What follows belongs to an exercise in optimizing a design on an open flow for small area and a short achievable clock period; a production flow would make more cautious choices.
Where RTL was checked, it was by simulation tests only, not by an equivalence proof against the original.
For run 1, only the layout was checked, not whether the RTL still works.
Power figures rest on the tool's default switching activity, not on a simulated workload.

==> flow/design.v (outline; a module is shown in full before it is edited, if it fits) <==
// module multiplier: 3589 lines
// module FA: 4 lines
// module FAX: 6 lines
// module HA: 4 lines
// module HAN: 4 lines
// module OR2: 3 lines
// module FA1: 4 lines
// module MAJ: 3 lines
// module BTWO: 3 lines
// module BSGN: 3 lines
// module PPSEL: 3 lines
// module PPSELN: 3 lines
// module INV: 3 lines
// module NAND2: 3 lines
// module NOR2: 3 lines
// module XOR2: 3 lines
// module XNOR2: 3 lines
// module AOI21: 3 lines
// module OAI21: 3 lines
// module CPA: 1076 lines
module multiplier (
    input clk,
    input rst,
    input start,
    input [31:0] A,
    input [31:0] B,
    input [7:0] Physical_address_in,
    input [31:0] PC_in,
    output [63:0] Product,
    output reg done,
    output reg [7:0] Physical_address_out,
    output reg [31:0] PC_out
);
  // ...
==> flow/flow/run.sh <==
#!/bin/bash
# Layout flow: the standard ORFS flow (standard.sh) with extra ORFS
# settings read from flow/knobs.txt (one VAR=value per line; @FLOW@ stands
# for this flow folder). Its output goes to standard.log.
set -euo pipefail
flowdir="$(pwd)/flow"
knobs=()
while IFS= read -r line; do
  [[ -z "$line" || "$line" == \#* ]] && continue
  knobs+=("${line//@FLOW@/$flowdir}")
done < flow/knobs.txt
bash standard.sh "${knobs[@]}" finish > standard.log 2>&1
==> flow/flow/downsize.tcl <==
# Start the layout from the smallest drive strength of every logic cell that
# synthesis sized up; the flow's timing repair then sizes up what needs it.
set n 0
foreach inst [[ord::get_db_block] getInsts] {
  set m [[$inst getMaster] getName]
  if {![regexp {^(sky130_fd_sc_hd__[a-z0-9]+)_([0-9]+)$} $m -> base size]} { continue }
  if {$size <= 1} { continue }
  if {[string match "*df*" $base] || [string match "*conb*" $base] || [string match "*clk*" $base] || [string match "*maj3*" $base]} { continue }
  set small [get_lib_cells -quiet ${base}_1]
  if {$small == ""} { continue }
  replace_cell [$inst getName] $small
  incr n
}
puts "downsize: $n cells set to drive strength 1"
==> flow/flow/knobs.txt <==
BUFFER_PORTS_ARGS=-buffer_cell sky130_fd_sc_hd__buf_1
PRE_FLOORPLAN_TCL=@FLOW@/downsize.tcl
==> flow/standard.sh <==
#!/bin/bash
# synth_recipe.tcl (not shown) runs the flow's synth.tcl, then flattens the netlist and writes it again
# the make line also repeats each setting of config.mk as NAME=value (left out here)
make -C /OpenROAD-flow-scripts/flow DESIGN_CONFIG=/design/flow/config.mk WORK_HOME=/design/flow/orfs CLKGATE_MAP_FILE= SYNTH_SCRIPT=/design/flow/synth_recipe.tcl "${@:-finish}"
==> flow/config.mk <==
export PLATFORM = sky130hd
export DESIGN_NAME = multiplier
export DESIGN_NICKNAME = multiplier
export VERILOG_FILES = /design/flow/design.v
export SDC_FILE = /design/flow/constraint.sdc
export NUM_CORES = 8
export LEC_CHECK = 0
export CAP_MARGIN = 20
export CORE_MARGIN = 2
export CORE_UTILIZATION = 40
export PLACE_DENSITY = 0.7
export SETUP_SLACK_MARGIN = 0.5
export SLEW_MARGIN = 20
export SYNTH_HIERARCHICAL = 1
export SYNTH_MINIMUM_KEEP_SIZE = 0
==> flow/constraint.sdc <==
create_clock -name core_clock -period 5.0 [get_ports {clk}]
set_input_delay 1.0000 -clock core_clock [delete_from_list [all_inputs] [get_ports {clk}]]
set_output_delay 1.0000 -clock core_clock [all_outputs]
set_load 0.01 [all_outputs]
==> flow_summary.json, run 1 <==
{
  "cts_hold_buf": 0,
  "busiest_layer": "met2",
  "wl_per_cell_um": 21.9,
  "whs_path_depth": 1,
  "multi_input_cells": 2433,
  "maxCapViolations": 0,
  "maxSlewHeadroom": 0.370,
  "cts_resized": 3,
  "core-area_um2": 65900,
  "nWellTaps": 864,
  "hp-class": "input port to flip-flop",
  "status": "no timing/DRC/antenna violations",
  "clk_share": 0.0187,
  "crit_path_start": "B[17]",
  "cts.sinks": 168,
  "rsz0062_at_grt": "no",
  "met2_length_um": 41100,
  "final_area_um2": 30900,
  "slowest_stage": "fa_1",
  "max_freq_mhz": 231,
  "reg_top3": "PC_out x32, Physical_address_out x8",
  "vias_per_cell": 5.83,
  "grt_pass1_vias": 23453,
  "worst-setup-path-type": "input port to flip-flop",
  "cts_tree": "yes",
  "layout_common_cells": "xor2_1, a22oi_1, fa_1",
  "postLayoutCoreUtil": 0.469,
  "mostFrequentLayoutCell": "xor2_1",
  "p_seq_mw": 2.53,
  "drive_gt1_frac": 0.0974,
  "cp_max_fo": 14,
  "cts_made_buffers": 17,
  "clockBufferDepth": 2,
  "worstPathRequired_ns": 5.38,
  "crit_chain": "clkbuf_2 -> buf_4 -> a21boi_1 -> inv_1 -> fa_1 -> fa_1 -> fa_1 -> fa_1 -> fa_1",
  "power_density_nw_per_um2": 692,
  "cts_root_buf": "clkbuf_16",
  "endpoint_kind": "flip-flop",
  "n_all_buffers": 383,
  "drtAntennaViolNets": 0,
  "inv_count": 73,
  "top_layer": "met5",
  "sh_seq_area": 0.109
}
==> inputs of run 2 (changes only) <==
--- a/flow/design.v
+++ b/flow/design.v
@@ -6,16 +6,64 @@
     input [31:0] B,
     input [7:0] Physical_address_in,
     input [31:0] PC_in,
     output [63:0] Product,
     output reg done,
     output reg [7:0] Physical_address_out,
     output reg [31:0] PC_out
 );
+  reg r28_0;
+  reg r28_1;
+  reg r28_2;
+  reg r29_0;
+  reg r29_1;
+  reg r29_2;
+  reg r30_0;
+  reg r30_1;
+  reg r30_2;
+  reg r31_0;
+  reg r31_1;
+  reg r31_2;
+  reg r32_0;
+  reg r32_1;
+  reg r32_2;
+  reg r33_0;
+  reg r33_1;
+  reg r33_2;
+  reg r34_0;
+  reg r34_1;
+  reg r34_2;
+  reg r35_0;
+  reg r35_1;
+  reg r35_2;
+  reg r36_0;
+  reg r36_1;
+  reg r36_2;
+  reg r37_0;
+  reg r37_1;
+  reg r37_2;
+  reg r38_0;
+  reg r38_1;
+  reg r38_2;
+  reg r39_0;
+  reg r39_1;
+  reg r39_2;
+  reg r40_0;
+  reg r40_1;
+  reg r40_2;
+  reg r41_0;
+  reg r41_1;
+  reg r41_2;
+  reg r42_0;
+  reg r42_1;
+  reg r42_2;
+  reg r43_0;
+  reg r43_1;
+  reg r43_2;
   reg r0_0;
   reg r0_1;
   reg r1_0;
   reg r2_0;
   reg r2_1;
   reg r3_0;
   reg r3_1;
   reg r4_0;
@@ -61,50 +109,18 @@
   reg r24_0;
   reg r24_1;
   reg r25_0;
   reg r25_1;
   reg r26_0;
   reg r26_1;
   reg r27_0;
   reg r27_1;
-  reg r28_0;
-  reg r28_1;
-  reg r29_0;
-  reg r29_1;
-  reg r30_0;
-  reg r30_1;
-  reg r31_0;
-  reg r31_1;
-  reg r32_0;
-  reg r32_1;
-  reg r33_0;
-  reg r33_1;
-  reg r34_0;
-  reg r34_1;
-  reg r35_0;
-  reg r35_1;
-  reg r36_0;
-  reg r36_1;
-  reg r37_0;
-  reg r37_1;
-  reg r38_0;
-  reg r38_1;
-  reg r39_0;
-  reg r39_1;
-  reg r40_0;
-  reg r40_1;
-  reg r41_0;
-  reg r41_1;
-  reg r42_0;
-  reg r42_1;
-  reg r43_0;
-  reg r43_1;
+  reg r28_3;
   reg r44_0;
-  reg r44_1;
   reg r45_0;
   reg r45_1;
   reg r46_0;
   reg r46_1;
   reg r47_0;
   reg r47_1;
   reg r48_0;
   reg r48_1;
@@ -3131,17 +3147,17 @@
   FA u_206 (.a(c73), .b(s0), .c(c70), .s(s206), .co(c206));
   FA u_207 (.a(c71), .b(c72), .c(s74), .s(s207), .co(c207));
   FA u_208 (.a(s75), .b(s76), .c(s77), .s(s208), .co(c208));
   FA u_209 (.a(s1), .b(c74), .c(c75), .s(s209), .co(c209));
   FA u_210 (.a(c76), .b(c77), .c(s78), .s(s210), .co(c210));
   FA u_211 (.a(s79), .b(s80), .c(s81), .s(s211), .co(c211));
   FA u_212 (.a(c78), .b(c79), .c(c80), .s(s212), .co(c212));
   FA u_213 (.a(s82), .b(s83), .c(s84), .s(s213), .co(c213));
-  FA u_214 (.a(s2), .b(c81), .c(s85), .s(s214), .co(c214));
+  FAX u_214 (.a(s2), .b(c81), .c(s85), .s(s214), .co(c214));
   FA u_215 (.a(c82), .b(c83), .c(c84), .s(s215), .co(c215));
   FA u_216 (.a(s86), .b(s87), .c(s88), .s(s216), .co(c216));
   FA u_217 (.a(s4), .b(c85), .c(s89), .s(s217), .co(c217));
   FA u_218 (.a(c86), .b(c87), .c(c88), .s(s218), .co(c218));
   FA u_219 (.a(s90), .b(s91), .c(s7), .s(s219), .co(c219));
   FA u_220 (.a(s92), .b(c89), .c(s93), .s(s220), .co(c220));
   FA u_221 (.a(c90), .b(c91), .c(s94), .s(s221), .co(c221));
   FA u_222 (.a(s95), .b(s10), .c(c92), .s(s222), .co(c222));
@@ -3154,45 +3170,45 @@
   FAX u_229 (.a(c101), .b(s104), .c(s105), .s(s229), .co(c229));
   FA u_230 (.a(c102), .b(s106), .c(s23), .s(s230), .co(c230));
   FA u_231 (.a(c103), .b(s107), .c(c104), .s(s231), .co(c231));
   FAX u_232 (.a(c105), .b(s108), .c(s109), .s(s232), .co(c232));
   FA u_233 (.a(c106), .b(s110), .c(s27), .s(s233), .co(c233));
   FA u_234 (.a(c107), .b(s111), .c(c108), .s(s234), .co(c234));
   FAX u_235 (.a(c109), .b(s112), .c(s113), .s(s235), .co(c235));
   FA u_236 (.a(c110), .b(s114), .c(s32), .s(s236), .co(c236));
-  FAX u_237 (.a(c111), .b(c112), .c(s115), .s(s237), .co(c237));
+  FA u_237 (.a(c111), .b(c112), .c(s115), .s(s237), .co(c237));
   FAX u_238 (.a(c113), .b(s116), .c(s117), .s(s238), .co(c238));
   FA u_239 (.a(c114), .b(s118), .c(s37), .s(s239), .co(c239));
   FA u_240 (.a(c116), .b(c115), .c(s119), .s(s240), .co(c240));
   FAX u_241 (.a(c117), .b(s120), .c(s121), .s(s241), .co(c241));
   FA u_242 (.a(c118), .b(s122), .c(s40), .s(s242), .co(c242));
-  FAX u_243 (.a(c120), .b(c119), .c(s123), .s(s243), .co(c243));
+  FA u_243 (.a(c120), .b(c119), .c(s123), .s(s243), .co(c243));
   FA u_244 (.a(s124), .b(c121), .c(s125), .s(s244), .co(c244));
   FA u_245 (.a(c122), .b(s126), .c(s127), .s(s245), .co(c245));
-  FAX u_246 (.a(s44), .b(c123), .c(s128), .s(s246), .co(c246));
+  FA u_246 (.a(s44), .b(c123), .c(s128), .s(s246), .co(c246));
   FA u_247 (.a(c124), .b(c125), .c(s129), .s(s247), .co(c247));
   FA u_248 (.a(c126), .b(c127), .c(s130), .s(s248), .co(c248));
-  FAX u_249 (.a(s131), .b(s46), .c(s132), .s(s249), .co(c249));
-  FAX u_250 (.a(c128), .b(c129), .c(s133), .s(s250), .co(c250));
+  FA u_249 (.a(s131), .b(s46), .c(s132), .s(s249), .co(c249));
+  FA u_250 (.a(c128), .b(c129), .c(s133), .s(s250), .co(c250));
   FA u_251 (.a(c130), .b(c131), .c(s134), .s(s251), .co(c251));
-  FAX u_252 (.a(s135), .b(s49), .c(s136), .s(s252), .co(c252));
+  FA u_252 (.a(s135), .b(s49), .c(s136), .s(s252), .co(c252));
   FA u_253 (.a(c133), .b(c132), .c(s137), .s(s253), .co(c253));
   FA u_254 (.a(c134), .b(c135), .c(c49), .s(s254), .co(c254));
   FA u_255 (.a(s138), .b(s139), .c(s140), .s(s255), .co(c255));
   FA u_256 (.a(c137), .b(c136), .c(s141), .s(s256), .co(c256));
   FA u_257 (.a(c138), .b(c139), .c(c140), .s(s257), .co(c257));
   FA u_258 (.a(c50), .b(s142), .c(s143), .s(s258), .co(c258));
   FA u_259 (.a(s144), .b(c141), .c(s145), .s(s259), .co(c259));
   FA u_260 (.a(c142), .b(c143), .c(c144), .s(s260), .co(c260));
   FA u_261 (.a(c52), .b(s146), .c(s147), .s(s261), .co(c261));
-  FA u_262 (.a(s148), .b(s149), .c(c145), .s(s262), .co(c262));
+  FAX u_262 (.a(s148), .b(s149), .c(c145), .s(s262), .co(c262));
   FA u_263 (.a(pp15_13), .b(s150), .c(c146), .s(s263), .co(c263));
   FA u_264 (.a(c147), .b(c148), .c(c149), .s(s264), .co(c264));
-  FA u_265 (.a(s151), .b(s152), .c(s153), .s(s265), .co(c265));
+  FAX u_265 (.a(s151), .b(s152), .c(s153), .s(s265), .co(c265));
   FA u_266 (.a(pp15_14), .b(c150), .c(s154), .s(s266), .co(c266));
   FA u_267 (.a(s157), .b(c151), .c(c152), .s(s267), .co(c267));
   FA u_268 (.a(c153), .b(s155), .c(s156), .s(s268), .co(c268));
   FA u_269 (.a(pp14_17), .b(pp15_15), .c(s158), .s(s269), .co(c269));
   FA u_270 (.a(c157), .b(c154), .c(c155), .s(s270), .co(c270));
   FA u_271 (.a(c156), .b(s159), .c(s160), .s(s271), .co(c271));
   FA u_272 (.a(pp13_20), .b(pp14_18), .c(pp15_16), .s(s272), .co(c272));
   FA u_273 (.a(s163), .b(c158), .c(s161), .s(s273), .co(c273));
@@ -3250,61 +3266,61 @@
   FA u_324 (.a(s192), .b(c190), .c(s193), .s(s324), .co(c324));
   FA u_325 (.a(c191), .b(s194), .c(c192), .s(s325), .co(c325));
   FA u_326 (.a(s195), .b(c193), .c(s196), .s(s326), .co(c326));
   FA u_327 (.a(c194), .b(s197), .c(c195), .s(s327), .co(c327));
   FA u_328 (.a(s198), .b(c196), .c(s199), .s(s328), .co(c328));
   FA u_329 (.a(c197), .b(s200), .c(c198), .s(s329), .co(c329));
   FA u_330 (.a(c199), .b(s201), .c(s202), .s(s330), .co(c330));
   FA u_331 (.a(c200), .b(s203), .c(c201), .s(s331), .co(c331));
-  FA u_332 (.a(c202), .b(s204), .c(s205), .s(s332), .co(c332));
-  FA u_333 (.a(c203), .b(c204), .c(s206), .s(s333), .co(c333));
-  FA u_334 (.a(c205), .b(s207), .c(s208), .s(s334), .co(c334));
-  FA u_335 (.a(c206), .b(c207), .c(c208), .s(s335), .co(c335));
-  FA u_336 (.a(s209), .b(s210), .c(s211), .s(s336), .co(c336));
-  FA u_337 (.a(c209), .b(c210), .c(s212), .s(s337), .co(c337));
-  FA u_338 (.a(s213), .b(c211), .c(s214), .s(s338), .co(c338));
-  FA u_339 (.a(c212), .b(c213), .c(s215), .s(s339), .co(c339));
-  FA u_340 (.a(s216), .b(c214), .c(s217), .s(s340), .co(c340));
+  FAX u_332 (.a(c202), .b(s204), .c(s205), .s(s332), .co(c332));
+  FAX u_333 (.a(c203), .b(c204), .c(s206), .s(s333), .co(c333));
+  FAX u_334 (.a(c205), .b(s207), .c(s208), .s(s334), .co(c334));
+  FAX u_335 (.a(c206), .b(c207), .c(c208), .s(s335), .co(c335));
+  FAX u_336 (.a(s209), .b(s210), .c(s211), .s(s336), .co(c336));
+  FAX u_337 (.a(c209), .b(c210), .c(s212), .s(s337), .co(c337));
+  FAX u_338 (.a(s214), .b(s213), .c(c211), .s(s338), .co(c338));
+  FAX u_339 (.a(c212), .b(c213), .c(s215), .s(s339), .co(c339));
+  FAX u_340 (.a(s216), .b(c214), .c(s217), .s(s340), .co(c340));
   FA u_341 (.a(c215), .b(c216), .c(s218), .s(s341), .co(c341));
   FAX u_342 (.a(s219), .b(c217), .c(s220), .s(s342), .co(c342));
   FA u_343 (.a(c218), .b(c219), .c(s221), .s(s343), .co(c343));
   FAX u_344 (.a(s222), .b(c220), .c(s223), .s(s344), .co(c344));
   FA u_345 (.a(c221), .b(s224), .c(s225), .s(s345), .co(c345));
   FAX u_346 (.a(c222), .b(s226), .c(c223), .s(s346), .co(c346));
-  FAX u_347 (.a(c224), .b(s227), .c(s228), .s(s347), .co(c347));
+  FA u_347 (.a(c224), .b(s227), .c(s228), .s(s347), .co(c347));
   FAX u_348 (.a(c225), .b(s229), .c(c226), .s(s348), .co(c348));
   FAX u_349 (.a(c227), .b(s230), .c(s231), .s(s349), .co(c349));
   FAX u_350 (.a(c228), .b(s232), .c(c229), .s(s350), .co(c350));
   FAX u_351 (.a(c230), .b(s233), .c(s234), .s(s351), .co(c351));
   FAX u_352 (.a(c231), .b(s235), .c(c232), .s(s352), .co(c352));
-  FAX u_353 (.a(c233), .b(s236), .c(c234), .s(s353), .co(c353));
-  FAX u_354 (.a(s237), .b(s238), .c(c235), .s(s354), .co(c354));
+  FA u_353 (.a(c233), .b(s236), .c(c234), .s(s353), .co(c353));
+  FAX u_354 (.a(s238), .b(c235), .c(s237), .s(s354), .co(c354));
   FAX u_355 (.a(c236), .b(s239), .c(c237), .s(s355), .co(c355));
   FAX u_356 (.a(s241), .b(c238), .c(s240), .s(s356), .co(c356));
   FAX u_357 (.a(c239), .b(s242), .c(s243), .s(s357), .co(c357));
   FAX u_358 (.a(c240), .b(c241), .c(s244), .s(s358), .co(c358));
   FAX u_359 (.a(c242), .b(s245), .c(s246), .s(s359), .co(c359));
   FAX u_360 (.a(c243), .b(c244), .c(s247), .s(s360), .co(c360));
   FAX u_361 (.a(c245), .b(s248), .c(s249), .s(s361), .co(c361));
-  FAX u_362 (.a(c246), .b(s250), .c(c247), .s(s362), .co(c362));
+  FAX u_362 (.a(c246), .b(c247), .c(s250), .s(s362), .co(c362));
   FAX u_363 (.a(c248), .b(s251), .c(s252), .s(s363), .co(c363));
-  FA u_364 (.a(c249), .b(c250), .c(s253), .s(s364), .co(c364));
-  FAX u_365 (.a(c251), .b(s254), .c(c252), .s(s365), .co(c365));
-  FAX u_366 (.a(s255), .b(c253), .c(s256), .s(s366), .co(c366));
+  FAX u_364 (.a(c249), .b(c250), .c(s253), .s(s364), .co(c364));
+  FA u_365 (.a(c251), .b(s254), .c(c252), .s(s365), .co(c365));
+  FA u_366 (.a(s255), .b(c253), .c(s256), .s(s366), .co(c366));
   FA u_367 (.a(c254), .b(c255), .c(s257), .s(s367), .co(c367));
   FA u_368 (.a(s258), .b(c256), .c(s259), .s(s368), .co(c368));
   FA u_369 (.a(c257), .b(c258), .c(s260), .s(s369), .co(c369));
-  FAX u_370 (.a(s261), .b(c259), .c(s262), .s(s370), .co(c370));
+  FA u_370 (.a(s261), .b(s262), .c(c259), .s(s370), .co(c370));
   FA u_371 (.a(c260), .b(s263), .c(c261), .s(s371), .co(c371));
-  FA u_372 (.a(s264), .b(s265), .c(c262), .s(s372), .co(c372));
+  FAX u_372 (.a(s265), .b(s264), .c(c262), .s(s372), .co(c372));
   FA u_373 (.a(c263), .b(c264), .c(s266), .s(s373), .co(c373));
-  FA u_374 (.a(c265), .b(s267), .c(s268), .s(s374), .co(c374));
-  FA u_375 (.a(c267), .b(c266), .c(s269), .s(s375), .co(c375));
-  FA u_376 (.a(s270), .b(c268), .c(s271), .s(s376), .co(c376));
+  FAX u_374 (.a(c265), .b(s267), .c(s268), .s(s374), .co(c374));
+  FAX u_375 (.a(c267), .b(c266), .c(s269), .s(s375), .co(c375));
+  FAX u_376 (.a(s270), .b(c268), .c(s271), .s(s376), .co(c376));
   FA u_377 (.a(s272), .b(c270), .c(c269), .s(s377), .co(c377));
   FA u_378 (.a(s273), .b(c271), .c(s274), .s(s378), .co(c378));
   FA u_379 (.a(c272), .b(s275), .c(s276), .s(s379), .co(c379));
   FA u_380 (.a(c273), .b(c274), .c(s277), .s(s380), .co(c380));
   FA u_381 (.a(c275), .b(s278), .c(s279), .s(s381), .co(c381));
   FA u_382 (.a(c276), .b(c277), .c(s280), .s(s382), .co(c382));
   FA u_383 (.a(c278), .b(s281), .c(s282), .s(s383), .co(c383));
   FA u_384 (.a(c280), .b(c279), .c(s283), .s(s384), .co(c384));
@@ -3339,48 +3355,48 @@
   FA u_412 (.a(c305), .b(s307), .c(s308), .s(s412), .co(c412));
   FA u_413 (.a(c307), .b(s309), .c(c308), .s(s413), .co(c413));
   FA u_414 (.a(c309), .b(s311), .c(c310), .s(s414), .co(c414));
   FA u_415 (.a(c311), .b(s313), .c(c312), .s(s415), .co(c415));
   FA u_416 (.a(c313), .b(s315), .c(c314), .s(s416), .co(c416));
   FA u_417 (.a(c315), .b(c316), .c(s317), .s(s417), .co(c417));
   FA u_418 (.a(c317), .b(s319), .c(c318), .s(s418), .co(c418));
   FA u_419 (.a(c319), .b(s321), .c(c320), .s(s419), .co(c419));
-  FA u_420 (.a(c321), .b(s323), .c(c322), .s(s420), .co(c420));
-  FA u_421 (.a(c323), .b(s325), .c(c324), .s(s421), .co(c421));
-  FA u_422 (.a(c325), .b(s327), .c(c326), .s(s422), .co(c422));
-  FA u_423 (.a(c327), .b(s329), .c(c328), .s(s423), .co(c423));
-  FA u_424 (.a(c329), .b(s331), .c(c330), .s(s424), .co(c424));
-  FA u_425 (.a(c331), .b(s333), .c(c332), .s(s425), .co(c425));
-  FA u_426 (.a(c333), .b(c334), .c(s335), .s(s426), .co(c426));
-  FA u_427 (.a(c335), .b(s337), .c(c336), .s(s427), .co(c427));
-  FA u_428 (.a(c337), .b(s339), .c(c338), .s(s428), .co(c428));
+  FAX u_420 (.a(c321), .b(s323), .c(c322), .s(s420), .co(c420));
+  FAX u_421 (.a(c323), .b(s325), .c(c324), .s(s421), .co(c421));
+  FAX u_422 (.a(c325), .b(s327), .c(c326), .s(s422), .co(c422));
+  FAX u_423 (.a(c327), .b(s329), .c(c328), .s(s423), .co(c423));
+  FAX u_424 (.a(c329), .b(s331), .c(c330), .s(s424), .co(c424));
+  FAX u_425 (.a(c331), .b(s333), .c(c332), .s(s425), .co(c425));
+  FAX u_426 (.a(c333), .b(s335), .c(c334), .s(s426), .co(c426));
+  FAX u_427 (.a(c335), .b(s337), .c(c336), .s(s427), .co(c427));
+  FAX u_428 (.a(c337), .b(s339), .c(c338), .s(s428), .co(c428));
   FAX u_429 (.a(c339), .b(s341), .c(c340), .s(s429), .co(c429));
   FAX u_430 (.a(c341), .b(s343), .c(c342), .s(s430), .co(c430));
   FAX u_431 (.a(c343), .b(s345), .c(c344), .s(s431), .co(c431));
-  FAX u_432 (.a(s347), .b(c345), .c(c346), .s(s432), .co(c432));
+  FAX u_432 (.a(c345), .b(c346), .c(s347), .s(s432), .co(c432));
   FAX u_433 (.a(s349), .b(c347), .c(c348), .s(s433), .co(c433));
   FAX u_434 (.a(s351), .b(c349), .c(c350), .s(s434), .co(c434));
-  FAX u_435 (.a(s353), .b(c351), .c(c352), .s(s435), .co(c435));
+  FAX u_435 (.a(c351), .b(c352), .c(s353), .s(s435), .co(c435));
   FAX u_436 (.a(s355), .b(c353), .c(c354), .s(s436), .co(c436));
   FAX u_437 (.a(s357), .b(c355), .c(c356), .s(s437), .co(c437));
   FAX u_438 (.a(s359), .b(c357), .c(c358), .s(s438), .co(c438));
   FAX u_439 (.a(s361), .b(c359), .c(c360), .s(s439), .co(c439));
   FAX u_440 (.a(s363), .b(c361), .c(c362), .s(s440), .co(c440));
-  FAX u_441 (.a(s365), .b(c363), .c(c364), .s(s441), .co(c441));
+  FAX u_441 (.a(c364), .b(c363), .c(s365), .s(s441), .co(c441));
   FAX u_442 (.a(s367), .b(c365), .c(c366), .s(s442), .co(c442));
   FAX u_443 (.a(c367), .b(s369), .c(s370), .s(s443), .co(c443));
-  FAX u_444 (.a(c369), .b(s371), .c(s372), .s(s444), .co(c444));
-  FA u_445 (.a(c371), .b(s373), .c(s374), .s(s445), .co(c445));
-  FA u_446 (.a(c373), .b(s375), .c(c374), .s(s446), .co(c446));
-  FA u_447 (.a(c375), .b(s377), .c(c376), .s(s447), .co(c447));
-  FA u_448 (.a(c377), .b(c378), .c(s379), .s(s448), .co(c448));
-  FA u_449 (.a(c379), .b(c380), .c(s381), .s(s449), .co(c449));
-  FA u_450 (.a(s383), .b(c381), .c(s384), .s(s450), .co(c450));
-  FA u_451 (.a(c383), .b(s385), .c(s386), .s(s451), .co(c451));
+  FAX u_444 (.a(c369), .b(s372), .c(s371), .s(s444), .co(c444));
+  FAX u_445 (.a(c371), .b(s374), .c(s373), .s(s445), .co(c445));
+  FAX u_446 (.a(s375), .b(c373), .c(c374), .s(s446), .co(c446));
+  FAX u_447 (.a(c375), .b(s377), .c(c376), .s(s447), .co(c447));
+  FAX u_448 (.a(c377), .b(c378), .c(s379), .s(s448), .co(c448));
+  FAX u_449 (.a(c379), .b(c380), .c(s381), .s(s449), .co(c449));
+  FAX u_450 (.a(s383), .b(c381), .c(s384), .s(s450), .co(c450));
+  FAX u_451 (.a(c383), .b(s385), .c(s386), .s(s451), .co(c451));
   FA u_452 (.a(c385), .b(s387), .c(s388), .s(s452), .co(c452));
   FA u_453 (.a(c387), .b(s389), .c(s390), .s(s453), .co(c453));
   FA u_454 (.a(c389), .b(c390), .c(s391), .s(s454), .co(c454));
   FA u_455 (.a(c391), .b(c392), .c(s393), .s(s455), .co(c455));
   FA u_456 (.a(s395), .b(c393), .c(s396), .s(s456), .co(c456));
   FA u_457 (.a(c395), .b(s397), .c(s398), .s(s457), .co(c457));
   FA u_458 (.a(s399), .b(c397), .c(s400), .s(s458), .co(c458));
   FA u_459 (.a(c399), .b(s402), .c(s401), .s(s459), .co(c459));
@@ -3401,65 +3417,113 @@
   FA u_473 (.a(c306), .b(c411), .c(s412), .s(s473), .co(c473));
   FA u_474 (.a(s310), .b(c412), .c(s413), .s(s474), .co(c474));
   FA u_475 (.a(s312), .b(c413), .c(s414), .s(s475), .co(c475));
   FA u_476 (.a(s314), .b(c414), .c(s415), .s(s476), .co(c476));
   FA u_477 (.a(s316), .b(c415), .c(s416), .s(s477), .co(c477));
   FA u_478 (.a(s318), .b(c416), .c(s417), .s(s478), .co(c478));
   FA u_479 (.a(s320), .b(c417), .c(s418), .s(s479), .co(c479));
   FA u_480 (.a(s322), .b(c418), .c(s419), .s(s480), .co(c480));
-  FA u_481 (.a(s324), .b(c419), .c(s420), .s(s481), .co(c481));
-  FA u_482 (.a(s326), .b(c420), .c(s421), .s(s482), .co(c482));
-  FA u_483 (.a(s328), .b(c421), .c(s422), .s(s483), .co(c483));
-  FA u_484 (.a(s330), .b(c422), .c(s423), .s(s484), .co(c484));
-  FA u_485 (.a(s332), .b(c423), .c(s424), .s(s485), .co(c485));
-  FA u_486 (.a(s334), .b(c424), .c(s425), .s(s486), .co(c486));
-  FA u_487 (.a(s336), .b(c425), .c(s426), .s(s487), .co(c487));
+  FAX u_481 (.a(s324), .b(c419), .c(s420), .s(s481), .co(c481));
+  FAX u_482 (.a(s326), .b(s421), .c(c420), .s(s482), .co(c482));
+  FAX u_483 (.a(s328), .b(s422), .c(c421), .s(s483), .co(c483));
+  FAX u_484 (.a(s330), .b(s423), .c(c422), .s(s484), .co(c484));
+  FAX u_485 (.a(s332), .b(s424), .c(c423), .s(s485), .co(c485));
+  FAX u_486 (.a(s334), .b(s425), .c(c424), .s(s486), .co(c486));
+  FAX u_487 (.a(s336), .b(c425), .c(s426), .s(s487), .co(c487));
   FAX u_488 (.a(s338), .b(c426), .c(s427), .s(s488), .co(c488));
-  FAX u_489 (.a(s340), .b(c427), .c(s428), .s(s489), .co(c489));
-  FAX u_490 (.a(s342), .b(s429), .c(c428), .s(s490), .co(c490));
-  FAX u_491 (.a(s344), .b(s430), .c(c429), .s(s491), .co(c491));
-  FAX u_492 (.a(s346), .b(s431), .c(c430), .s(s492), .co(c492));
-  FAX u_493 (.a(s348), .b(s432), .c(c431), .s(s493), .co(c493));
-  FAX u_494 (.a(s350), .b(s433), .c(c432), .s(s494), .co(c494));
-  FAX u_495 (.a(s352), .b(c433), .c(s434), .s(s495), .co(c495));
-  FAX u_496 (.a(s354), .b(c434), .c(s435), .s(s496), .co(c496));
-  FAX u_497 (.a(s356), .b(s436), .c(c435), .s(s497), .co(c497));
-  FAX u_498 (.a(s358), .b(s437), .c(c436), .s(s498), .co(c498));
-  FAX u_499 (.a(s360), .b(s438), .c(c437), .s(s499), .co(c499));
-  FAX u_500 (.a(s362), .b(s439), .c(c438), .s(s500), .co(c500));
-  FAX u_501 (.a(s364), .b(s440), .c(c439), .s(s501), .co(c501));
-  FAX u_502 (.a(s366), .b(s441), .c(c440), .s(s502), .co(c502));
-  FAX u_503 (.a(s368), .b(s442), .c(c441), .s(s503), .co(c503));
-  FAX u_504 (.a(c368), .b(s443), .c(c442), .s(s504), .co(c504));
-  FAX u_505 (.a(c370), .b(s444), .c(c443), .s(s505), .co(c505));
+  FAX u_489 (.a(s340), .b(s428), .c(c427), .s(s489), .co(c489));
+  FAX u_490 (.a(r28_0), .b(r28_1), .c(r28_2), .s(s490), .co(c490));
+  FAX u_491 (.a(r29_0), .b(r29_1), .c(r29_2), .s(s491), .co(c491));
+  FAX u_492 (.a(r30_0), .b(r30_1), .c(r30_2), .s(s492), .co(c492));
+  FAX u_493 (.a(r31_0), .b(r31_1), .c(r31_2), .s(s493), .co(c493));
+  FAX u_494 (.a(r32_0), .b(r32_1), .c(r32_2), .s(s494), .co(c494));
+  FAX u_495 (.a(r33_0), .b(r33_1), .c(r33_2), .s(s495), .co(c495));
+  FAX u_496 (.a(r34_0), .b(r34_1), .c(r34_2), .s(s496), .co(c496));
+  FAX u_497 (.a(r35_0), .b(r35_1), .c(r35_2), .s(s497), .co(c497));
+  FAX u_498 (.a(r36_0), .b(r36_1), .c(r36_2), .s(s498), .co(c498));
+  FAX u_499 (.a(r37_0), .b(r37_1), .c(r37_2), .s(s499), .co(c499));
+  FAX u_500 (.a(r38_0), .b(r38_1), .c(r38_2), .s(s500), .co(c500));
+  FAX u_501 (.a(r39_0), .b(r39_1), .c(r39_2), .s(s501), .co(c501));
+  FAX u_502 (.a(r40_0), .b(r40_1), .c(r40_2), .s(s502), .co(c502));
+  FAX u_503 (.a(r41_0), .b(r41_1), .c(r41_2), .s(s503), .co(c503));
+  FAX u_504 (.a(r42_0), .b(r42_1), .c(r42_2), .s(s504), .co(c504));
+  FAX u_505 (.a(r43_0), .b(r43_1), .c(r43_2), .s(s505), .co(c505));
   FAX u_506 (.a(c372), .b(s445), .c(c444), .s(s506), .co(c506));
-  FA u_507 (.a(s376), .b(c445), .c(s446), .s(s507), .co(c507));
-  FA u_508 (.a(s378), .b(c446), .c(s447), .s(s508), .co(c508));
-  FA u_509 (.a(s380), .b(c447), .c(s448), .s(s509), .co(c509));
-  FA u_510 (.a(s382), .b(c448), .c(s449), .s(s510), .co(c510));
-  FA u_511 (.a(c382), .b(c449), .c(s450), .s(s511), .co(c511));
-  FA u_512 (.a(c384), .b(c450), .c(s451), .s(s512), .co(c512));
-  FA u_513 (.a(c386), .b(s452), .c(c451), .s(s513), .co(c513));
+  FAX u_507 (.a(s376), .b(s446), .c(c445), .s(s507), .co(c507));
+  FAX u_508 (.a(s378), .b(c446), .c(s447), .s(s508), .co(c508));
+  FAX u_509 (.a(s380), .b(c447), .c(s448), .s(s509), .co(c509));
+  FAX u_510 (.a(s382), .b(c448), .c(s449), .s(s510), .co(c510));
+  FAX u_511 (.a(c382), .b(c449), .c(s450), .s(s511), .co(c511));
+  FAX u_512 (.a(c384), .b(s451), .c(c450), .s(s512), .co(c512));
+  FAX u_513 (.a(c386), .b(c451), .c(s452), .s(s513), .co(c513));
   FA u_514 (.a(c388), .b(s453), .c(c452), .s(s514), .co(c514));
   FA u_515 (.a(s392), .b(c453), .c(s454), .s(s515), .co(c515));
   FA u_516 (.a(s394), .b(c454), .c(s455), .s(s516), .co(c516));
   FA u_517 (.a(c394), .b(c455), .c(s456), .s(s517), .co(c517));
   FA u_518 (.a(c396), .b(c456), .c(s457), .s(s518), .co(c518));
   FA u_519 (.a(c398), .b(s458), .c(c457), .s(s519), .co(c519));
   FA u_520 (.a(c400), .b(c458), .c(s459), .s(s520), .co(c520));
   FA u_521 (.a(c401), .b(c459), .c(s460), .s(s521), .co(c521));
   FA u_522 (.a(c403), .b(s461), .c(c460), .s(s522), .co(c522));
   FA u_523 (.a(pp15_31), .b(s462), .c(c461), .s(s523), .co(c523));
   FA u_524 (.a(s463), .b(pp15_32), .c(c462), .s(s524), .co(c524));
   FA u_525 (.a(sgn15), .b(pp16_31), .c(c463), .s(s525), .co(c525));
   always @(posedge clk) begin
     done <= start & ~rst;
     Physical_address_out <= Physical_address_in;
     PC_out <= PC_in;
+    r28_0 <= c428;
+    r28_1 <= s429;
+    r28_2 <= s342;
+    r29_0 <= c429;
+    r29_1 <= s430;
+    r29_2 <= s344;
+    r30_0 <= c430;
+    r30_1 <= s431;
+    r30_2 <= s346;
+    r31_0 <= c431;
+    r31_1 <= s432;
+    r31_2 <= s348;
+    r32_0 <= c432;
+    r32_1 <= s433;
+    r32_2 <= s350;
+    r33_0 <= c433;
+    r33_1 <= s434;
+    r33_2 <= s352;
+    r34_0 <= c434;
+    r34_1 <= s435;
+    r34_2 <= s354;
+    r35_0 <= c435;
+    r35_1 <= s436;
+    r35_2 <= s356;
+    r36_0 <= c436;
+    r36_1 <= s437;
+    r36_2 <= s358;
+    r37_0 <= c437;
+    r37_1 <= s438;
+    r37_2 <= s360;
+    r38_0 <= c438;
+    r38_1 <= s439;
+    r38_2 <= s362;
+    r39_0 <= c439;
+    r39_1 <= s440;
+    r39_2 <= s364;
+    r40_0 <= c440;
+    r40_1 <= s441;
+    r40_2 <= s366;
+    r41_0 <= c441;
+    r41_1 <= s442;
+    r41_2 <= s368;
+    r42_0 <= c442;
+    r42_1 <= s443;
+    r42_2 <= c368;
+    r43_0 <= c443;
+    r43_1 <= s444;
+    r43_2 <= c370;
     r0_0 <= ns0;
     r0_1 <= pp0_0;
     r1_0 <= pp0_1;
     r2_0 <= s464;
     r2_1 <= pp1_0;
     r3_0 <= c464;
     r3_1 <= s465;
     r4_0 <= c465;
@@ -3505,50 +3569,18 @@
     r24_0 <= c485;
     r24_1 <= s486;
     r25_0 <= c486;
     r25_1 <= s487;
     r26_0 <= c487;
     r26_1 <= s488;
     r27_0 <= c488;
     r27_1 <= s489;
-    r28_0 <= c489;
-    r28_1 <= s490;
-    r29_0 <= c490;
-    r29_1 <= s491;
-    r30_0 <= c491;
-    r30_1 <= s492;
-    r31_0 <= c492;
-    r31_1 <= s493;
-    r32_0 <= c493;
-    r32_1 <= s494;
-    r33_0 <= c494;
-    r33_1 <= s495;
-    r34_0 <= c495;
-    r34_1 <= s496;
-    r35_0 <= c496;
-    r35_1 <= s497;
-    r36_0 <= c497;
-    r36_1 <= s498;
-    r37_0 <= c498;
-    r37_1 <= s499;
-    r38_0 <= c499;
-    r38_1 <= s500;
-    r39_0 <= c500;
-    r39_1 <= s501;
-    r40_0 <= c501;
-    r40_1 <= s502;
-    r41_0 <= c502;
-    r41_1 <= s503;
-    r42_0 <= c503;
-    r42_1 <= s504;
-    r43_0 <= c504;
-    r43_1 <= s505;
-    r44_0 <= c505;
-    r44_1 <= s506;
+    r28_3 <= c489;
+    r44_0 <= s506;
     r45_0 <= c506;
     r45_1 <= s507;
     r46_0 <= c507;
     r46_1 <= s508;
     r47_0 <= c508;
     r47_1 <= s509;
     r48_0 <= c509;
     r48_1 <= s510;
@@ -3578,18 +3610,18 @@
     r60_1 <= s522;
     r61_0 <= c522;
     r61_1 <= s523;
     r62_0 <= c523;
     r62_1 <= s524;
     r63_0 <= c524;
     r63_1 <= s525;
   end
-  wire [63:0] X = {r63_0, r62_0, r61_0, r60_0, r59_0, r58_0, r57_0, r56_0, r55_0, r54_0, r53_0, r52_0, r51_0, r50_0, r49_0, r48_0, r47_0, r46_0, r45_0, r44_0, r43_0, r42_0, r41_0, r40_0, r39_0, r38_0, r37_0, r36_0, r35_0, r34_0, r33_0, r32_0, r31_0, r30_0, r29_0, r28_0, r27_0, r26_0, r25_0, r24_0, r23_0, r22_0, r21_0, r20_0, r19_0, r18_0, r17_0, r16_0, r15_0, r14_0, r13_0, r12_0, r11_0, r10_0, r9_0, r8_0, r7_0, r6_0, r5_0, r4_0, r3_0, r2_0, r1_0, r0_0};
-  wire [63:0] Y = {r63_1, r62_1, r61_1, r60_1, r59_1, r58_1, r57_1, r56_1, r55_1, r54_1, r53_1, r52_1, r51_1, r50_1, r49_1, r48_1, r47_1, r46_1, r45_1, r44_1, r43_1, r42_1, r41_1, r40_1, r39_1, r38_1, r37_1, r36_1, r35_1, r34_1, r33_1, r32_1, r31_1, r30_1, r29_1, r28_1, r27_1, r26_1, r25_1, r24_1, r23_1, r22_1, r21_1, r20_1, r19_1, r18_1, r17_1, r16_1, r15_1, r14_1, r13_1, r12_1, r11_1, r10_1, r9_1, r8_1, r7_1, r6_1, r5_1, r4_1, r3_1, r2_1, 1'b1, r0_1};
+  wire [63:0] X = {r63_0, r62_0, r61_0, r60_0, r59_0, r58_0, r57_0, r56_0, r55_0, r54_0, r53_0, r52_0, r51_0, r50_0, r49_0, r48_0, r47_0, r46_0, r45_0, r44_0, c504, c503, c502, c501, c500, c499, c498, c497, c496, c495, c494, c493, c492, c491, c490, r28_3, r27_0, r26_0, r25_0, r24_0, r23_0, r22_0, r21_0, r20_0, r19_0, r18_0, r17_0, r16_0, r15_0, r14_0, r13_0, r12_0, r11_0, r10_0, r9_0, r8_0, r7_0, r6_0, r5_0, r4_0, r3_0, r2_0, r1_0, r0_0};
+  wire [63:0] Y = {r63_1, r62_1, r61_1, r60_1, r59_1, r58_1, r57_1, r56_1, r55_1, r54_1, r53_1, r52_1, r51_1, r50_1, r49_1, r48_1, r47_1, r46_1, r45_1, c505, s505, s504, s503, s502, s501, s500, s499, s498, s497, s496, s495, s494, s493, s492, s491, s490, r27_1, r26_1, r25_1, r24_1, r23_1, r22_1, r21_1, r20_1, r19_1, r18_1, r17_1, r16_1, r15_1, r14_1, r13_1, r12_1, r11_1, r10_1, r9_1, r8_1, r7_1, r6_1, r5_1, r4_1, r3_1, r2_1, 1'b1, r0_1};
   CPA u_cpa (.x(X), .y(Y), .s(Product));
 endmodule
 module FA (input a, input b, input c, output s, output co);
   assign s = a ^ b ^ c;
   assign co = (a & b) | (a & c) | (b & c);
 endmodule
 module FAX (input a, input b, input c, output s, output co);
   wire t;
==> flow/config.mk (replaced) <==
export PLATFORM = sky130hd
export DESIGN_NAME = multiplier
export DESIGN_NICKNAME = multiplier
export VERILOG_FILES = /design/flow/design.v
export SDC_FILE = /design/flow/constraint.sdc
export NUM_CORES = 8
export LEC_CHECK = 0
export CAP_MARGIN = 20
export CORE_MARGIN = 2
export CORE_UTILIZATION = 40
export PLACE_DENSITY = 0.7
export SETUP_SLACK_MARGIN = 0.6
export SLEW_MARGIN = 20
export SYNTH_HIERARCHICAL = 1
export SYNTH_MINIMUM_KEEP_SIZE = 0
==> flow_summary.json, run 2 <==
{
  "status": "no timing/DRC/antenna violations",
  "fin_nets": 3643,
  "power.internal_mw": 10.8,
  "crit_chain": "xor2_1 -> xor2_1 -> xor2_2 -> nand2_1 -> nor2_2 -> a21oi_1 -> buf_4 -> o21ai_4 -> inv_4 -> o21ai_1 -> a21oi_1 -> xnor2_1 -> clkbuf_2",
  "maxSlewHeadroom": 0.439,
  "busiest_layer": "met2",
  "fin_crit_ns": 4.22,
  "vias_per_cell": 5.77,
  "hp-class": "input port to flip-flop",
  "hold_ws_ns": 0.576,
  "cts.sinks": 184,
  "reg_top3": "PC_out x32, Physical_address_out x8",
  "p_leak_nw": 11.8,
  "drt_iter0_markers": 2599,
  "io_pins": 212,
  "grt_max_degree": 38,
  "gr-usage-met2": 0.410,
  "netlist_instances": 2759,
  "fin_crit_sh": 0.843,
  "cts_root_buf": "clkbuf_16",
  "die_h_um": 265,
  "antenna_found_initial": 7,
  "wl_um": 89600,
  "cp_max_fo": 8,
  "endpoint_kind": "output port",
  "max_freq_mhz": 237,
  "slowest_delay_ns": 0.35,
  "h-tree-depth": 4,
  "largest_reg_flops": 32,
  "worstPathRequired_ns": 4.00,
  "maxCapViolations": 0,
  "worst-setup-path-type": "flip-flop to output port",
  "grt_pass1_wl_um": 137000,
  "drc": 0,
  "grt_use_total": 0.252,
  "drt_pass1_iterations": 8,
  "clock_power_share": 0.065,
  "place_congestion": 0.973,
  "p_comb_frac": 0.817,
  "power_density_nw_per_um2": 723,
  "setup_tns_ns": 0,
  "cts_tree": "yes",
  "arrival_ns": 3.22,
  "die_area_um2": 70400,
  "core-area_um2": 67400,
  "start_kind": "flip-flop",
  "drv_slew": 0,
  "layout_common_cells": "xor2_1, a22oi_1, fa_1",
  "grtUsageMet1": 0.335,
  "clk_pin_slew_ns": 0.09,
  "clockBufferDepth": 2,
  "die_x_um": 265,
  "p_switching_mw": 12.0,
  "slowest_stage": "dfxtp_1",
  "swShare": 0.527,
  "start_util": 0.405,
  "vias": 23391,
  "rows": 95,
  "hpwl_um": 72200,
  "drtAntennaViolNets": 0,
  "mostFrequentLayoutCell": "xor2_1",
  "setup_viol": 0,
  "portBuffers": 211,
  "grt_pass1_vias": 23123,
  "drive_gt1_frac": 0.110,
  "ir_worst_vdd_v": 0.000522,
  "wl_per_cell_um": 22.1,
  "p_seq_frac": 0.118,
  "grt-ovfl-total": 0,
  "rsz0062_at_grt": "yes",
  "tightest_slew_ns": 0.842,
  "cts_made_buffers": 17,
  "yosysWarningCount": 7,
  "met3_usage": 0.0458,
  "finalHoldViolCount": 0,
  "regMostFlops": "PC_out"
}
run 2: cell types whose count changed in the layout (fill, tap and decap cells not counted), sizes merged:
cell,previous run,this run
fa,399,363
dfxtp,168,184
buf,368,364
clkinvlp,1,0
maj3,70,106
xor2,779,851
clkbuf,32,34
inv,81,82
diode,6,3
run 2: critical path: cells and delay by family (launching register included):
family	cells	cell delay [ns]
buffers and inverters	3	0.47
XOR/XNOR	4	0.95
flip-flops	1	0.35
AO/OA/AOI/OAI	4	0.59
AND/OR/NAND/NOR	2	0.36
run 2: routing by layer:
metal	wire, um	vias to the layer above	share of wire
met5	60	-	0.00067
met4	2840	8	0.032
met3	7620	171	0.085
met1	37500	11518	0.42
met2	41600	1179	0.46
li1	-	10515	-
run 2: area by class of cell:
type                    count  area [um^2]
inverters                  73          277
multi-input cells        2505        23500
well taps                 873         1090
clock buffers              17          425
fillers                  6298        35900
clock inverters            15          204
repair buffers            381         2250
diodes                      3         7.51
flip-flops and latches    184         3680
run 2: power groups by stage:
| stage | clock [mW] | combinational [mW] | sequential [mW] |
|---|---|---|---|
| finish | 1.47 | 18.6 | 2.69 |
| global route | 1.56 | 20.6 | 2.76 |
| CTS | 1.53 | 18.3 | 2.69 |
| detailed placement | 0 | 18.1 | 2.72 |
| global placement | 0 | 17.8 | 2.71 |
| floorplan | 0 | 13.0 | 2.66 |
run 2: timing repair:
item,in CTS,in global routing
setup buffers,1,9
hold buffers,0,0
pin swaps,1,19
endpoints found under the setup margin,38,26
gates resized for setup,13,21
run 2: metrics by stage:
step	total power [mW]	std cells	instance area (um^2)	utilization	worst slack, ns
2_1_floorplan	15.7	2766	27300	-	0.750
4_1_cts	22.5	4039	31300	0.464	0.610
3_3_place_gp	20.5	4006	30600	0.454	0.504
5_1_grt	24.9	4051	31400	0.467	0.544
3_5_place_dp	20.8	4006	30600	0.454	0.397
6_report	22.7	4051	31400	0.467	0.784
run 2: path summary, 6_finish.rpt:
path	startpoint	cells after the start	to	slack, ns
max	r36_0	13	Product[63]	0.78
min	PC_in[16]	1	PC_out[16]	0.58
Testbench counts of run 2, summed over its fixed seeds: latency 24,000, ops 24,000.
==> inputs of run 3 (changes only) <==
--- a/flow/config.mk
+++ b/flow/config.mk
@@ -10,5 +10,5 @@
 export CORE_UTILIZATION = 40
 export PLACE_DENSITY = 0.7
-export SETUP_SLACK_MARGIN = 0.6
+export SETUP_SLACK_MARGIN = 0.9
 export SLEW_MARGIN = 20
 export SYNTH_HIERARCHICAL = 1
==> flow_summary.json, run 3 <==
{
  "hp-class": "input port to flip-flop",
  "setup_ws_ns": 0.849,
  "ir_worst_vdd_v": 0.000609,
  "cp_top_family": "XOR/XNOR gates",
  "arrival_ns": 3.15,
  "p_leak_nw": 12.1,
  "drive_gt1_frac": 0.163,
  "fin_crit_sh": 0.830,
  "maxCapViolations": 0,
  "clockBufferDepth": 2,
  "layout_common_cells": "xor2_1, a22oi_1, fa_1",
  "slowest_stage": "dfxtp_2",
  "crit_chain": "xor2_1 -> xor2_1 -> xor2_1 -> a21oi_2 -> o21ai_2 -> a21oi_2 -> buf_6 -> o21ai_4 -> buf_8 -> a21oi_2 -> o21ai_1 -> xor2_1 -> buf_2",
  "core-area_um2": 67400,
  "largest_reg_flops": 32,
  "finalHoldViolCount": 0,
  "reg_top3": "PC_out x32, Physical_address_out x8",
  "hpwl_um": 70700,
  "drtAntennaViolNets": 0,
  "worst-setup-path-type": "flip-flop to output port",
  "cts_root_buf": "clkbuf_16",
  "cts_tree": "yes",
  "portBuffers": 211,
  "tightest_slew_ns": 0.841,
  "clk_pin_slew_ns": 0.09,
  "min_to": "PC_out[21]",
  "die_area_um2": 70400,
  "rsz0062_at_grt": "yes",
  "grt-ovfl-total": 0,
  "setup_viol": 0,
  "drc": 0,
  "drt_iter0_markers": 2429,
  "rows": 95,
  "vias": 23662,
  "mostFrequentLayoutCell": "xor2_1",
  "start_util": 0.405,
  "wl_per_cell_um": 21.8,
  "crit_path_frequent_cell": "xor2_1",
  "netlist_instances": 2759,
  "cts.sinks": 184,
  "drv_slew": 0,
  "fin_crit_ns": 4.15,
  "setup_tns_ns": 0,
  "grt_pass1_vias": 23779,
  "worstPathRequired_ns": 4.00,
  "drt_pass1_iterations": 7,
  "vias_per_cell": 5.79,
  "grt_use_total": 0.251,
  "cp_max_fo": 8,
  "grt_max_degree": 52,
  "antenna_found_initial": 11,
  "slowest_delay_ns": 0.34,
  "place_ws_ns": 0.359,
  "yosysWarningCount": 7,
  "hp-start": "PC_in[21]",
  "die_h_um": 265,
  "whs_path_depth": 1,
  "power_density_nw_per_um2": 764,
  "endpoint_kind": "output port",
  "fin_nets": 3679,
  "cts_made_buffers": 17,
  "place_congestion": 0.938,
  "h-tree-depth": 4,
  "regMostFlops": "PC_out",
  "io_pins": 212,
  "crit_buf_inv": 3,
  "start_kind": "flip-flop",
  "status": "no timing/DRC/antenna violations",
  "wl_um": 89000,
  "die_x_um": 265,
  "maxSlewHeadroom": 0.439,
  "grt_pass1_wl_um": 137000,
  "max_freq_mhz": 241
}
[run 3: repair_timing]
item,in CTS,in global routing
resized for setup,53,142
hold buffers,0,0
pin swaps,33,53
gates cloned,0,0
buffers inserted,32,14
endpoints found under the setup margin,44,65
endpoints found under the hold margin,0,0
[run 3: power breakdown]
part / leakage [nW] / switching [mW] / internal [mW] / total, mW
Sequential: 1.55 / 0.410 / 2.32 / 2.73
Combinational: 10.3 / 11.6 / 8.91 / 20.5
Clock: 0.304 / 0.740 / 0.723 / 1.46
[run 3: area by class of cell]
| cell class | instances | area (um^2) |
|---|---|---|
| antenna | 4 | 10.0 |
| multi-input combinational | 2505 | 24000 |
| clock buffer | 17 | 425 |
| sequential | 184 | 3700 |
| tap | 873 | 1090 |
| timing repair buffer | 417 | 2550 |
| fill | 6244 | 35100 |
| inverter | 73 | 284 |
| clock inverter | 15 | 205 |
[run 3: metrics by stage]
step | utilization | std cells | instance area [um^2] | hold WS [ns] | total power [mW]
final | 0.479 | 4088 | 32300 | 0.575 | 24.7
after global routing | 0.479 | 4087 | 32300 | 0.549 | 26.9
after CTS | 0.471 | 4070 | 31800 | 0.541 | 23.7
after detailed placement | 0.455 | 4006 | 30700 | 1.09 | 20.9
after global placement | 0.455 | 4006 | 30700 | 1.09 | 20.5
after floorplan | - | 2766 | 27500 | 1.03 | 15.7
[run 3: worst max-delay path by stage]
stage                      from          end  cells after the start  slack, ns
after floorplan            B[0]        r28_3                      8       0.86
after global routing      r33_1  Product[59]                     13       0.66
after detailed placement   B[7]        r41_0                      8       0.36
final                     r33_0  Product[61]                     13       0.85
after global placement     B[7]        r41_0                      8       0.36
after CTS                 r33_1  Product[59]                     13       0.88
[run 3: layer usage]
metal,track usage,vias to the layer above,part of all wire
met2,0.410,1161,0.47
met4,0.0941,10,0.032
met5,0,-,0.00065
met1,0.326,11720,0.41
met3,0.0546,179,0.090
li1,-,10592,-
==> inputs of run 4 (changes only) <==
--- a/flow/config.mk
+++ b/flow/config.mk
@@ -10,5 +10,5 @@
 export CORE_UTILIZATION = 40
 export PLACE_DENSITY = 0.7
-export SETUP_SLACK_MARGIN = 0.9
+export SETUP_SLACK_MARGIN = 0.7
 export SLEW_MARGIN = 20
 export SYNTH_HIERARCHICAL = 1
==> flow_summary.json, run 4 <==
{
  "core-area_um2": 67400,
  "tightest_slew_ns": 0.842,
  "largest_reg_flops": 32,
  "fin_nets": 3655,
  "placed_area_um2": 30600,
  "start_kind": "flip-flop",
  "place_congestion": 0.973,
  "cts_tree": "yes",
  "drive_gt1_frac": 0.117,
  "clockBufferDepth": 2,
  "setup_ws_ns": 0.813,
  "grt_use_total": 0.252,
  "max_freq_mhz": 239,
  "reg_top3": "PC_out x32, Physical_address_out x8",
  "worstPathRequired_ns": 4.00,
  "grt_max_degree": 38,
  "p_leak_nw": 11.8,
  "drc": 0,
  "layout_common_cells": "xor2_1, a22oi_1, fa_1",
  "drt_pass1_iterations": 6,
  "hold_ws_ns": 0.577,
  "mostFrequentLayoutCell": "xor2_1",
  "start_util": 0.405,
  "fill_cells": 6285,
  "cts.sinks": 184,
  "finalHoldViolCount": 0,
  "drt_iter0_markers": 2555,
  "cts_root_buf": "clkbuf_16",
  "die_area_um2": 70400,
  "vias_per_cell": 5.76,
  "worst-setup-path-type": "flip-flop to output port",
  "yosysWarningCount": 7,
  "maxSlewHeadroom": 0.438,
  "antenna_found_initial": 7,
  "vias": 23416,
  "die_x_um": 265,
  "grt-ovfl-total": 0,
  "grt_pass1_wl_um": 137000,
  "fin_crit_ns": 4.19,
  "fin_crit_sh": 0.837,
  "cts_hold_buf": 0,
  "setup_viol": 0,
  "regMostFlops": "PC_out",
  "drv_slew": 0,
  "drtAntennaViolNets": 0,
  "hpwl_um": 72200,
  "endpoint_kind": "output port",
  "cp_max_fo": 8,
  "hp-class": "input port to flip-flop",
  "status": "no timing/DRC/antenna violations",
  "arrival_ns": 3.19,
  "grt_pass1_vias": 23174,
  "ir_worst_vdd_v": 0.000547,
  "cts_made_buffers": 17,
  "wl_per_cell_um": 22.1,
  "portBuffers": 211,
  "die_h_um": 265,
  "h-tree-depth": 4,
  "wl_um": 89900,
  "rsz0062_at_grt": "yes",
  "clk_pin_slew_ns": 0.09,
  "netlist_instances": 2759,
  "maxCapViolations": 0,
  "place_ws_ns": 0.397,
  "rows": 95,
  "final_area_um2": 31600,
  "setup_tns_ns": 0,
  "power_density_nw_per_um2": 734,
  "io_pins": 212
}
[run 4: timing repair]
action | in CTS | in global routing
endpoints found under the setup margin | 40 | 31
pin swaps | 13 | 21
gates resized for setup | 17 | 37
cloned | 0 | 0
buffers inserted | 8 | 14
[run 4: path summary, 6_finish.rpt]
| path | startpoint | end | slack [ns] | cells after the start |
|---|---|---|---|---|
| max | r43_0 | Product[50] | 0.81 | 12 |
| min | PC_in[16] | PC_out[16] | 0.58 | 1 |
[run 4: power by group]
group	leakage (nW)	internal [mW]	switching [mW]	total, mW
clock network	0.303	0.695	0.772	1.47
logic	10.0	8.05	11.0	19.0
registers	1.55	2.31	0.382	2.69
total	11.8	11.1	12.1	23.2
[run 4: final cells by class]
type                       count  area [um^2]  share of cell area
sequential                   184         3690               0.117
clock inverter                15          204             0.00646
timing repair buffer         393         2360              0.0747
inverter                      73          279             0.00884
tap                          873         1090              0.0346
clock buffer                  17          425              0.0135
antenna                        4         10.0            0.000317
multi-input combinational   2505        23500               0.745
[run 4: per-layer routing]
metal | track usage | part of all wire | vias up
met4 | 0.0899 | 0.032 | 8
met3 | 0.0458 | 0.088 | 163
met1 | 0.335 | 0.42 | 11480
met2 | 0.411 | 0.46 | 1219
li1 | - | - | 10546
met5 | 0 | 0.00067 | -
[run 4: critical path, cell delays in order (launching register included)]
cell and delay, ns:
dfxtp_1 0.37, xor2_1 0.19, xor2_1 0.27, xor2_1 0.28
nand2_1 0.18, nor2_4 0.21, nand2_2 0.13, o21ai_4 0.29
clkinv_4 0.16, o21ai_1 0.17, a21oi_1 0.07, xnor2_1 0.20
clkbuf_2 0.16
[run 4: through the flow]
step,utilization,std cells,power (mW)
global route,0.469,4063,25.3
finish,0.469,4064,23.2
CTS,0.465,4046,22.7
global placement,0.454,4006,20.5
floorplan,-,2766,15.7
detailed placement,0.454,4006,20.8
==> inputs of run 5 (changes only) <==
--- a/flow/config.mk
+++ b/flow/config.mk
@@ -10,5 +10,5 @@
 export CORE_UTILIZATION = 40
 export PLACE_DENSITY = 0.7
-export SETUP_SLACK_MARGIN = 0.7
+export SETUP_SLACK_MARGIN = 0.75
 export SLEW_MARGIN = 20
 export SYNTH_HIERARCHICAL = 1
==> flow_summary.json, run 5 <==
{
  "worstPathRequired_ns": 4.00,
  "clk_pin_slew_ns": 0.10,
  "largest_reg_flops": 32,
  "setup_ws_ns": 0.891,
  "tightest_slew_ns": 0.844,
  "hp-start": "PC_in[20]",
  "antenna_found_initial": 14,
  "whs_path_depth": 1,
  "layout_common_cells": "xor2_1, a22oi_1, fa_1",
  "swShare": 0.529,
  "arrival_ns": 3.11,
  "wl_um": 89700,
  "place_congestion": 0.964,
  "hold_ws_ns": 0.562,
  "cts_root_buf": "clkbuf_16",
  "drt_pass1_iterations": 6,
  "instances_no_fill": 4061,
  "die_area_um2": 70400,
  "power.total_mw": 23.1,
  "core-area_um2": 67400,
  "io_pins": 212,
  "vias": 23468,
  "final_area_um2": 31600,
  "maxSlewHeadroom": 0.437,
  "hpwl_um": 71700,
  "clockBufferDepth": 2,
  "fin_nets": 3647,
  "start_kind": "flip-flop",
  "setup_viol": 0,
  "worst-setup-path-type": "flip-flop to output port",
  "crit_path_start": "r33_0",
  "drtAntennaViolNets": 0,
  "cp_max_fo": 8,
  "fin_crit_ns": 4.11,
  "clock_power_share": 0.065,
  "hp-class": "input port to flip-flop",
  "portBuffers": 211,
  "status": "no timing/DRC/antenna violations",
  "vias_per_cell": 5.78,
  "drive_gt1_frac": 0.121,
  "cts_hold_buf": 0,
  "drt_iter0_markers": 2658,
  "fin_crit_sh": 0.822,
  "drc": 0,
  "rsz0062_at_grt": "yes",
  "ir_worst_vdd_v": 0.000774,
  "placed_area_um2": 30600,
  "start_util": 0.405,
  "cts_tree": "yes",
  "grt_pass1_vias": 23695,
  "cts_made_buffers": 17,
  "rows": 95,
  "grt_use_total": 0.253,
  "place_ws_ns": 0.206,
  "p_comb_frac": 0.818,
  "grt_pass1_wl_um": 137000,
  "p_switching_mw": 12.2,
  "h-tree-depth": 4,
  "post-place-cells": 4010,
  "min_to": "PC_out[20]",
  "fill_cells": 6331,
  "netlist_instances": 2759,
  "wl_per_cell_um": 22.1,
  "finalHoldViolCount": 0,
  "reg_top3": "PC_out x32, Physical_address_out x8",
  "mostFrequentLayoutCell": "xor2_1",
  "die_h_um": 265,
  "power.internal_mw": 10.9,
  "p_leak_nw": 11.8,
  "endpoint_kind": "output port",
  "p_seq_frac": 0.117,
  "power_density_nw_per_um2": 731,
  "setup_tns_ns": 0,
  "die_x_um": 265,
  "yosysWarningCount": 7,
  "drv_slew": 0,
  "max_freq_mhz": 243,
  "cts.sinks": 184,
  "grt-ovfl-total": 0,
  "grt_max_degree": 31,
  "postLayoutCoreUtil": 0.469,
  "regMostFlops": "PC_out",
  "maxCapViolations": 0
}
[run 5: metal layers]
layer,wire length [um],GRT usage,vias up
met2,41500,0.405,1231
met1,35800,0.318,11489
met4,3570,0.113,10
li1,-,-,10522
met5,71,0,-
met3,8740,0.0712,216
[run 5: repair_timing]
item | 4_1_cts | 5_1_grt
setup buffers | 4 | 6
resized for setup | 20 | 53
setup endpoints to repair | 48 | 63
pin swaps | 5 | 27
[run 5: how the worst max path moves through the flow]
stage	end	slack, ns	cells past startpoint
after floorplan	r38_0	0.80	8
after global placement	r46_0	0.24	9
after detailed placement	r45_1	0.21	11
after CTS	Product[62]	0.73	12
after global routing	Product[62]	0.72	12
final	Product[62]	0.89	12
[run 5: power groups by stage]
stage,combinational [mW],sequential (mW),clock [mW]
after floorplan,13.0,2.66,0
after global placement,17.7,2.71,0
after detailed placement,18.1,2.72,0
after CTS,18.4,2.69,1.56
after global routing,20.9,2.78,1.60
final,18.9,2.71,1.50
[run 5: layout make-up]
type	count	area, um^2	area share
Inverter	73	277	0.00874
Tap cell	873	1090	0.0345
Multi-Input combinational cell	2505	23700	0.749
Timing Repair Buffer	385	2220	0.0702
Clock inverter	15	218	0.00689
Sequential cell	184	3690	0.117
Antenna cell	9	22.5	0.000712
Clock buffer	17	425	0.0135
[run 5: worst max-delay path, stage by stage, from the launching register on]
cell	delay, ns
dfxtp_2	0.36
xor2_2	0.16
xor2_1	0.23
xor2_1	0.31
a21oi_2	0.15
o21ai_4	0.23
a21oi_4	0.12
o21ai_4	0.29
inv_4	0.12
o21ai_1	0.14
a21oi_1	0.06
xnor2_1	0.24
clkbuf_2	0.18
==> inputs of run 6 (changes only) <==
==> flow/flow/knobs.txt (replaced) <==
BUFFER_PORTS_ARGS=-buffer_cell sky130_fd_sc_hd__buf_1
PRE_FLOORPLAN_TCL=@FLOW@/downsize.tcl
SETUP_MOVE_SEQUENCE=unbuffer,sizeup,swap
==> flow_summary.json, run 6 <==
{
  "grt_max_degree": 31,
  "whs_path_depth": 1,
  "rows": 95,
  "instances_no_fill": 4051,
  "p_leak_nw": 11.8,
  "cts_tree": "yes",
  "setup_tns_ns": 0,
  "fin_crit_sh": 0.843,
  "status": "no timing/DRC/antenna violations",
  "post-place-cells": 4010,
  "wl_per_cell_um": 22.1,
  "vias": 23548,
  "tightest_slew_ns": 0.813,
  "drt_pass1_iterations": 7,
  "io_pins": 212,
  "hp-class": "input port to flip-flop",
  "antenna_found_initial": 14,
  "setup_viol": 0,
  "fin_nets": 3637,
  "p_seq_frac": 0.118,
  "hold_ws_ns": 0.562,
  "drc": 0,
  "start_util": 0.405,
  "endpoint_kind": "output port",
  "drt_iter0_markers": 2637,
  "vias_per_cell": 5.81,
  "worst-setup-path-type": "flip-flop to output port",
  "start_kind": "flip-flop",
  "drv_slew": 0,
  "place_ws_ns": 0.206,
  "grt-ovfl-total": 0,
  "core-area_um2": 67400,
  "fill_cells": 6335,
  "worstPathRequired_ns": 4.00,
  "reg_top3": "PC_out x32, Physical_address_out x8",
  "cts_setup_buffers": 0,
  "grt_use_total": 0.253,
  "max_freq_mhz": 237,
  "finalHoldViolCount": 0,
  "crit_path_start": "r33_0",
  "netlist_instances": 2759,
  "mostFrequentLayoutCell": "xor2_1",
  "h-tree-depth": 4,
  "clk_pin_slew_ns": 0.10,
  "grt_pass1_vias": 23694,
  "largest_reg_flops": 32,
  "die_x_um": 265,
  "layout_common_cells": "xor2_1, a22oi_1, fa_1",
  "arrival_ns": 3.22,
  "drtAntennaViolNets": 0,
  "cts_hold_buf": 0,
  "swShare": 0.532,
  "fin_crit_ns": 4.22,
  "setup_ws_ns": 0.784,
  "clockBufferDepth": 2,
  "clock_power_share": 0.065,
  "yosysWarningCount": 7,
  "drive_gt1_frac": 0.124,
  "wl_um": 89700,
  "power_density_nw_per_um2": 728,
  "maxSlewHeadroom": 0.458,
  "regMostFlops": "PC_out",
  "p_switching_mw": 12.2,
  "portBuffers": 211,
  "rsz0062_at_grt": "yes",
  "cts_root_buf": "clkbuf_16",
  "die_h_um": 265,
  "ir_worst_vdd_v": 0.000785,
  "cts.sinks": 184,
  "place_congestion": 0.964,
  "grt_pass1_wl_um": 137000,
  "cts_made_buffers": 17,
  "hp-start": "PC_in[20]",
  "cp_max_fo": 8,
  "power.internal_mw": 10.8,
  "die_area_um2": 70400,
  "maxCapViolations": 0,
  "hpwl_um": 71700,
  "p_comb_frac": 0.817
}
## run 6: through the flow
stage	cell area, um^2	power [mW]	util
2_1_floorplan	27400	15.7	-
3_3_place_gp	30600	20.4	0.453
5_1_grt	31600	25.1	0.469
4_1_cts	31300	22.7	0.464
3_5_place_dp	30600	20.8	0.453
6_report	31600	23.0	0.469
## run 6: repair_timing
item | 4_1_cts | 5_1_grt
endpoints found under the setup margin | 48 | 63
resized for setup | 27 | 67
pin swaps | 8 | 33
## run 6: routing by layer
| layer | vias up | wire length [um] | GRT usage | part of all wire |
|---|---|---|---|---|
| li1 | 10505 | - | - | - |
| met1 | 11510 | 35800 | 0.318 | 0.40 |
| met2 | 1280 | 41400 | 0.405 | 0.46 |
| met3 | 243 | 8640 | 0.0708 | 0.096 |
| met4 | 10 | 3770 | 0.113 | 0.042 |
| met5 | - | 71 | 0 | 0.00079 |
## run 6: area by class of cell
class                           count  area, um^2  share of cell area
Timing Repair Buffer              375        2150              0.0681
Clock buffer                       17         425              0.0135
Sequential cell                   184        3690               0.117
Multi-Input combinational cell   2505       23700               0.751
Antenna cell                        9        22.5            0.000712
Clock inverter                     15         218             0.00689
Inverter                           73         279             0.00883
Tap cell                          873        1090              0.0345
## run 6: power by group through the flow
| stage | Clock [mW] | Combinational [mW] | Sequential, mW |
|---|---|---|---|
| floorplan | 0 | 13.0 | 2.66 |
| global placement | 0 | 17.7 | 2.71 |
| detailed placement | 0 | 18.1 | 2.72 |
| CTS | 1.56 | 18.4 | 2.69 |
| global route | 1.60 | 20.8 | 2.79 |
| finish | 1.50 | 18.8 | 2.72 |
## run 6: worst paths after layout
check / to / slack, ns
setup / recovery: Product[62] / 0.78
hold / removal: PC_out[20] / 0.56
## run 6: worst max-delay path, cell delays in order (launching register included)
cell and delay [ns]:
dfxtp_2 0.35, xor2_2 0.21, xor2_2 0.23, xor2_2 0.28, a21oi_4 0.12, o21ai_4 0.25, a21oi_4 0.13, o21ai_4 0.31
clkinv_4 0.17, o21ai_2 0.14, a21oi_1 0.06, xnor2_1 0.26, buf_2 0.18

-- what the ideal ports hide --
In the flow no input, the clock included, has a driving cell. The finished layouts below were timed again as built, in two steps. Step 1 sets driving cells, clkbuf_16 on the clock port and buf_2 on the other inputs (assumed; they add their load-dependent delay and slew). Step 2 also shifts input and output timing later by t, the mid clock arrival at the registers, as if the neighbouring blocks saw the same clock. a / b / c = no drivers / after step 1 / after step 2; a / b = the first two.
run | shift t [ns] | setup slack, ns | worst setup path at the end | clock arrival spread, ns | cell pins on the clock port's net
run 1 | 0.561 | 0.677 / 0.648 / 0.112 | input to register | 0.017 / 0.017 | 1
run 2 | 0.550 | 0.784 / 0.730 / 0.295 | input to register | 0.020 / 0.020 | 1
run 3 | 0.560 | 0.849 / 0.787 / 0.319 | input to register | 0.026 / 0.027 | 1
run 4 | 0.549 | 0.813 / 0.759 / 0.321 | input to register | 0.021 / 0.022 | 1
run 5 | 0.571 | 0.891 / 0.828 / 0.329 | input to register | 0.027 / 0.027 | 1
run 6 | 0.572 | 0.784 / 0.720 / 0.326 | input to register | 0.025 / 0.025 | 1
After both steps every run listed still meets setup and hold. The setup slack of run 1, which loses most, moves by -0.029 ns with the drivers and by -0.565 ns with both steps.
